This is an optimization exercise on Yosys and OpenROAD, whose aim is small area, not a production implementation. Where RTL was checked, it was by simulation tests only, not by an equivalence proof against the original. Only the layout flow was run in run 2; the RTL was not checked for function there. Power and IR drop assume default switching activity. No driver is modelled on the clock port, so clocking that relies on it looks cheaper here than on a real chip.

## flow/design.v (module list and top-level ports; edited modules follow where they fit)
// module div_xor2: 3 lines
// module div_xnor2: 3 lines
// module div_mux2i: 3 lines
// module DIV: 2621 lines
module DIV(
    input  wire        clk,
    input  wire        reset,
    input  wire        flush,
    input  wire        CE_in,
    input  wire        ex_valid_ns,
    input  wire        wb_allin,
    input  wire [31:0] dividend_in,
    input  wire [31:0] divisor_in,
    input  wire [5:0]  is_op,
    output reg  [31:0] quotient_out,
    output reg  [31:0] remainder_out,
    output reg         CE_out
);
  // ...
==> flow/flow/run.sh <==
#!/bin/bash
# Standard layout, with the port buffers made from the smallest buffer cell.
set -e
cp standard.sh standard.sh.txt
export BUFFER_PORTS_ARGS="-buffer_cell sky130_fd_sc_hd__buf_1"
bash standard.sh > standard.log 2>&1
==> flow/standard.sh <==
#!/bin/bash
# synth_recipe.tcl (not shown) runs the flow's synth.tcl, then flattens the netlist and writes it again
# the make line also repeats each setting of config.mk as NAME=value (left out here)
make -C /OpenROAD-flow-scripts/flow DESIGN_CONFIG=/design/flow/config.mk WORK_HOME=/design/flow/orfs CLKGATE_MAP_FILE= SYNTH_SCRIPT=/design/flow/synth_recipe.tcl "${@:-finish}"
==> flow/config.mk <==
export PLATFORM = sky130hd
export DESIGN_NAME = DIV
export DESIGN_NICKNAME = DIV
export VERILOG_FILES = /design/flow/design.v
export SDC_FILE = /design/flow/constraint.sdc
export NUM_CORES = 4
export LEC_CHECK = 0
export CAP_MARGIN = 20
export CORE_MARGIN = 2
export CORE_UTILIZATION = 50
export CTS_BUF_LIST = sky130_fd_sc_hd__clkbuf_16
export CTS_CLUSTER_DIAMETER = 190
export CTS_CLUSTER_SIZE = 32
export PLACE_DENSITY = 0.85
export SLEW_MARGIN = 20
export SYNTH_HIERARCHICAL = 1
==> flow/constraint.sdc <==
create_clock -name core_clock -period 12.0 [get_ports {clk}]
set_input_delay 2.4000 -clock core_clock [delete_from_list [all_inputs] [get_ports {clk}]]
set_output_delay 2.4000 -clock core_clock [all_outputs]
set_load 0.01 [all_outputs]
==> out/qor.csv, run 1 <==
stage;metric;value;unit
routing;drt-total-wl;78.3;mm
pwr;p_comb_share;21.4;%
logic_synthesis;synth_ff_type;dfxtp_1;
routing;wl_met3;1.60;mm
pwr;comb-power;1.93;mW
pwr;seq_power;5.06;mW
routing;first_pass_iters;5;
placed_design;gp_congestion;0.805;
logic_synthesis;syn_area;0.0517;mm²
worst_setup_path;crit_path_max_fanout;8;
outcome;status;complete, no violations;
timing;worst_pin_slew;1.04;ns
global_routing;grt-busiest-layer;met2;
layout;clkCellAreaFrac;2.34;%
worst_setup_path;critPathKind;reg -> reg;
layout;n_clock_buffer;49;
pwr;netSwitchingFraction;27.2;%
die;n_tap_cell;1368;
timing;fin_crit;11.56;ns
logic_synthesis;syn_inst;4214;
layout;multi_input_cells;2733;
logic_synthesis;synth_commonest_cells;dfxtp_1, mux2i_1, xor2_1, xnor2_1, nand2_1;
hold_path;hp-class;reg -> reg;
logic_synthesis;synthesis.nets;4316;
timing;hold_viol;0;
logic_synthesis;synth_edf_count;0;
hold_path;hp-start;a_s10[18]$_DFF_P_;
timing;relSlewSlack;29.5;%
global_routing;use_met1;15.8;%
clock_tree;clk_pin_slew;0.11;ns
clock_tree;cts_buffer_depth;3;
worst_setup_path;cp-start-kind;flip-flop;
placed_design;postPlaceCellArea;0.0544;mm²
timing;holdWs;0.316;ns
die;rows;117;
pwr;p_switching;2.46;mW
layout;drive_gt1_share;5.37;%
worst_setup_path;cp.required;12.57;ns
layout;final_cells;5859;
pwr;p_int;6.56;mW
logic_synthesis;ys_warn_count;7;
global_routing;use_met2;27.4;%
worst_setup_path;r2r_cells;63;
==> inputs of run 2 (changes only) <==
--- a/flow/design.v
+++ b/flow/design.v
@@ -35,58 +35,52 @@
             CE_out <= 1'b0;
         end else begin
             ce_d[1] <= CE_in;
             ce_d[16:2] <= hs ? 15'd0 : ce_d[15:1];
             CE_out <= hs ? 1'b0 : ce_d[16];
         end
     end
     wire sgn = (is_op == 6'h0a);
-    wire nn  = sgn & dividend_in[31];
-    wire nd  = sgn & divisor_in[31];
-    wire [31:0] an = nn ? -dividend_in : dividend_in;
-    wire [31:0] ad = nd ? -divisor_in : divisor_in;
-    wire [31:0] adm = ad ^ 32'haaaaaaaa;
-    wire nq0 = nn ^ nd;
-    wire nr0 = nn;
-    reg [31:0] a_s1;
-    reg [31:0] d_s1;
-    reg nq_s1, nr_s1;
+    reg [31:0] n_s1, v_s1;
+    reg sg_s1;
     always @(posedge clk) begin
-        a_s1 <= an;
-        d_s1 <= adm;
-        nq_s1 <= nq0;
-        nr_s1 <= nr0;
+        n_s1 <= dividend_in;
+        v_s1 <= divisor_in;
+        sg_s1 <= sgn;
     end
-    reg [31:0] a_s2;
-    reg [31:0] d_s2;
-    reg nq_s2, nr_s2;
+    reg [31:0] n_s2, v_s2;
+    reg sg_s2;
     always @(posedge clk) begin
-        a_s2 <= a_s1;
-        d_s2 <= d_s1;
-        nq_s2 <= nq_s1;
-        nr_s2 <= nr_s1;
+        n_s2 <= n_s1;
+        v_s2 <= v_s1;
+        sg_s2 <= sg_s1;
     end
-    reg [31:0] a_s3;
-    reg [31:0] d_s3;
-    reg nq_s3, nr_s3;
+    reg [31:0] n_s3, v_s3;
+    reg sg_s3;
     always @(posedge clk) begin
-        a_s3 <= a_s2;
-        d_s3 <= d_s2;
-        nq_s3 <= nq_s2;
-        nr_s3 <= nr_s2;
+        n_s3 <= n_s2;
+        v_s3 <= v_s2;
+        sg_s3 <= sg_s2;
     end
+    wire nn  = sg_s3 & n_s3[31];
+    wire nd  = sg_s3 & v_s3[31];
+    wire [31:0] an = nn ? -n_s3 : n_s3;
+    wire [31:0] ad = nd ? -v_s3 : v_s3;
+    wire [31:0] adm = ad ^ 32'haaaaaaaa;
+    wire nq0 = nn ^ nd;
+    wire nr0 = nn;
     reg [31:0] a_s4;
     reg [31:0] d_s4;
     reg nq_s4, nr_s4;
     always @(posedge clk) begin
-        a_s4 <= a_s3;
-        d_s4 <= d_s3;
-        nq_s4 <= nq_s3;
-        nr_s4 <= nr_s3;
+        a_s4 <= an;
+        d_s4 <= adm;
+        nq_s4 <= nq0;
+        nr_s4 <= nr0;
     end
     wire t1_0 = a_s4[31];
     wire hz1 = ~|(d_s4[31:1] ^ 1431655765);
     wire [1:1] c1;
     wire [0:0] r1;
     wire ge1;
     assign c1[1] = ~(~t1_0 & (d_s4[0] ^ 1'b0));
     assign r1[0] = (ge1 ? (t1_0 ^ (d_s4[0] ^ 1'b0)) : t1_0) ^ 1'b1;
==> flow/config.mk (replaced) <==
export PLATFORM = sky130hd
export DESIGN_NAME = DIV
export DESIGN_NICKNAME = DIV
export VERILOG_FILES = /design/flow/design.v
export SDC_FILE = /design/flow/constraint.sdc
export NUM_CORES = 4
export LEC_CHECK = 0
export CAP_MARGIN = 20
export CORE_MARGIN = 2
export CORE_UTILIZATION = 60
export CTS_BUF_LIST = sky130_fd_sc_hd__clkbuf_16
export CTS_CLUSTER_DIAMETER = 190
export CTS_CLUSTER_SIZE = 32
export PLACE_DENSITY = 0.7
export SLEW_MARGIN = 20
export SYNTH_HIERARCHICAL = 1
==> out/qor.csv, run 2 <==
stage;metric;value;unit;change
placed_design;dp_hpwl;59.8;mm;
timing;hold_viol;0;;unchanged
worst_setup_path;critPathKind;reg -> reg;;
pwr;p_leak;22.3;nW;
global_routing;track_usage;17.1;%;
layout;drive_gt1_share;6.82;%;+1.5 points
logic_synthesis;ys_seq_area_share;53.5;%;
routing;drc_errors;0;;
placed_design;place_inst;5540;;
clock_tree;numCtsBuffers;49;;
clock_tree;holdBufCountCts;0;;
logic_synthesis;muxShareOfSynthArea;19.9;%;
timing;rsz0062_at_grt;true;;
logic_synthesis;synth-xor-area-share;19.2;%;
logic_synthesis;synth_edf_count;0;;unchanged
logic_synthesis;synth_area_leaders;dfxtp_1, mux2i_1, xor2_1;;
routing;drt-total-wl;78.7;mm;+0.48%
worst_setup_path;r2r_setup_slack;0.61;ns;
routing;vias;28200;;
pwr;peakVddDrop;0.175;mV;
layout;final_cells;5676;;-3.1%
outcome;status;complete, no violations;;
worst_setup_path;r2r_cells;62;;-1.6%
hold_path;hp-class;reg -> reg;;
die;coreArea;0.0853;mm²;
die;initial_core_util;60.7;%;
die;pin_count;141;;
worst_setup_path;cp.required;12.56;ns;about the same
logic_synthesis;synth_top_area_share;53.5;%;
clock_tree;cts_sinks;1383;;
worst_setup_path;cp-start-kind;flip-flop;;
logic_synthesis;postSynthAreaPerCell;12.3;µm²;
clock_tree;clk_pin_slew;0.11;ns;about the same
global_routing;grt_pass1_wl;129;mm;
routing;drt_iter0_drc;721;;
timing;worst_pin_slew;0.939;ns;-0.104 ns
logic_synthesis;synth_top_family_by_area;multiplexers;;
hold_path;hp-start;n_s2[0]$_DFF_P_;;
layout;layout_common_cells;dfxtp_1, mux2i_1, xor2_1;;
clock_tree;cts-root-buf;clkbuf_16;;
worst_setup_path;path_common_cell;mux2i_1;;
timing;relSlewSlack;36.6;%;+7.1 points
logic_synthesis;ys_ff_latch;1383;;
logic_synthesis;syn_inst;4204;;-0.24%
layout;final_common_cell;dfxtp_1;;
die;rows;107;;-8.5%
worst_setup_path;max_stage_delay;0.42;ns;
routing;routedWlPerCell;13.9;µm;
timing;clock_skew;0.0387;ns;
logic_synthesis;ys_warn_count;7;;unchanged
worst_setup_path;reg2reg_to;r_s15[21]$_DFF_P_;;
logic_synthesis;yosysMostFrequentCell;dfxtp_1;;
logic_synthesis;syn_area;0.0518;mm²;about the same
clock_tree;cts_tree;done;;
routing;ant_nets;0;;
timing;fmax;87.8;MHz;
logic_synthesis;synth_largest_area_cell;dfxtp_1;;
logic_synthesis;synth_fa_ha_area_share;0.628;%;
worst_setup_path;crit_path_end_kind;flip-flop;;
logic_synthesis;ys_types;52;;
global_routing;grt_pass1_vias;27600;;
logic_synthesis;synth-simple-area-share;3.82;%;
global_routing;grt_overflow;0;;
routing;vias_per_cell;4.98;;
clock_tree;clk_latency;0.66;ns;
die;die_y;298;µm;
worst_setup_path;crit_path_max_fanout;8;;unchanged
worst_setup_path;critPathSlowestCell;dfxtp_4;;
placed_design;port_buffers;140;;
logic_synthesis;synthesis.nets;4306;;-0.23%
die;die_x;298;µm;
flow_run;drv_cap;0;;
global_routing;grt_max_degree;81;;
clock_tree;cts_buffer_depth;3;;unchanged
worst_setup_path;r2r_start;d_s14[2]$_DFF_P_;;
logic_synthesis;synth-compound-area-share;2.30;%;
logic_synthesis;synth_commonest_cells;dfxtp_1, mux2i_1, xor2_1, xnor2_1, nand2_1;;
timing;final.period_utilization;94.9;%;
timing;fin_crit;11.39;ns;-0.164 ns
hold_path;worst_hold_path.endpoint;n_s3[0]$_DFF_P_;;
pwr;powerDensity;160;mW/mm²;
logic_synthesis;synth-async-reset-ratio;0;%;
global_routing;antenna_found_initial;2;;
routing;first_pass_iters;4;;-1
timing;setup_viol;0;;
die;die_area;0.0887;mm²;
layout;fin_nets;4632;;
logic_synthesis;synth_ff_type;dfxtp_1;;
pwr;totalPowerFinal;9.05;mW;
worst_setup_path;critPathArrivalTime;11.95;ns;
timing;report.final.slew_viol_count;0;;
layout;insertedDiodeCount;0;;
clock_tree;cts-htree-levels;2;;
placed_design;gp_congestion;0.857;;+6.4%
layout;syn_to_final_growth;9.46;%;
hold_path;hold_depth;0;;
==> run 2: changes by cell type after synthesis, moves of 6 or more <==
cell	before	now
a21oi_1	26	19
clkbuf_1	32	26
inv_1	62	56
nand2_1	102	108
nand3_1	6	16
nor2_1	56	38
nor3_1	28	22
or2_2	6	12
==> run 2: cell type report <==
cell class                      instances  area [µm²]
Clock buffer                           49        1230
Clock inverter                          4         110
Fill cell                            6557       28600
Inverter                               56         210
Multi-Input combinational cell       2735       24100
Sequential cell                      1383       27700
Tap cell                             1144        1430
Timing Repair Buffer                  305        1920
==> run 2: kinds of logic (layout without fill, tap and decap cells) <==
family,Yosys count,after routing
compound gates,181,181
xor+xnor,1135,1135
fa+ha+maj,26,26
buf+inv,86,414
flops,1383,1383
mux,1030,1030
simple gates,363,363
==> run 2: timing repair <==
| action | CTS | global route |
|---|---|---|
| setup buffers | 0 | 78 |
| pin swaps | 0 | 5 |
| endpoints found under the hold margin | 0 | 0 |
| setup endpoints to repair | 8 | 128 |
| cloned | 0 | 5 |
| gates resized for setup | 1 | 48 |
==> run 2: worst max-delay path: cells and delay by family (launching register included) <==
kind,cells,cell delay (ns)
DFF,1,0.42
muxes,57,9.58
buffers and inverters,1,0.25
and+or+nand+nor,2,0.65
xor gates and xnor gates,2,0.37
==> run 2: power breakdown <==
part / leakage [nW] / switching [mW] / total [mW] / internal (mW)
registers: 11.5 / 0.200 / 5.05 / 4.85
clock network: 0.648 / 1.28 / 2.04 / 0.758
logic: 10.1 / 0.987 / 1.96 / 0.974
total: 22.3 / 2.47 / 9.05 / 6.59
==> run 2: Yosys stat by module (local to each module, per instance) <==
module | flip-flops and latches | cells inside | area (µm²)
div_mux2i | 0 | 1 | 10.0
div_xor2 | 0 | 1 | 8.76
DIV | 1383 | 2187 | 32900
div_xnor2 | 0 | 1 | 8.76
==> run 2: worst max path at each step <==
stage,to,cells after the start,start
final,r_s15[21]$_DFF_P_,62,d_s14[2]$_DFF_P_
after global routing,r_s15[27]$_DFF_P_,63,r_s14[0]$_DFF_P_
after CTS,r_s14[13]$_DFF_P_,60,d_s13[1]$_DFF_P_
after detailed placement,r_s14[7]$_DFF_P_,60,d_s13[1]$_DFF_P_
after global placement,r_s14[3]$_DFF_P_,60,d_s13[1]$_DFF_P_
after floorplan,r_s8[10]$_DFF_P_,49,d_s7[1]$_DFF_P_
==> run 2: per-stage QoR <==
| step | hold slack (ns) | util (%) | setup WS [ns] | cell area, µm² | setup TNS (ns) |
|---|---|---|---|---|---|
| 3_5_place_dp | 0.312 | 63.8 | 0.0150 | 54400 | 0 |
| 5_1_grt | 0.301 | 66.4 | -0.564 | 56700 | -24.28 |
| 3_3_place_gp | 0.310 | 63.8 | 0.402 | 54400 | 0 |
| 6_report | 0.308 | 66.4 | 0.608 | 56700 | 0 |
| 2_1_floorplan | 0.310 | - | 0.00807 | 51800 | 0 |
| 4_1_cts | 0.308 | 65.4 | 0.00867 | 55700 | 0 |
==> run 2: routing by layer <==
| layer | up-vias | part of all wire [%] | track usage [%] |
|---|---|---|---|
| met2 | 234 | 54 | 34.1 |
| met1 | 13000 | 41 | 18.8 |
| met4 | 0 | 2.7 | 5.06 |
| met3 | 100 | 2.2 | 1.86 |
| li1 | 14900 | - | - |
| met5 | - | 0 | 0 |

## port drivers added, routing unchanged
The flow's constraints put no driver on any port. The routed layouts listed below were extracted and timed again, unchanged, in two steps.
Step 1: set_driving_cell puts a clkbuf_16 on clk and a buf_2 on each other input, an assumption about the parent block.
Step 2, shift: input delay + t, output delay - t, t = (earliest + latest rising clock arrival at the registers) / 2. This alone moves slack from input paths to output paths.
Three values: ideal ports, drivers, drivers and shift; two values: the first two.
run	t (ns)	setup WS [ns]	worst register clock-pin slew, ns
run 1	0.710	0.443 / 0.443 / 0.443	0.12 / 0.12
run 2	0.707	0.608 / 0.608 / 0.608	0.12 / 0.12
After both steps setup and hold are still met in every run listed.
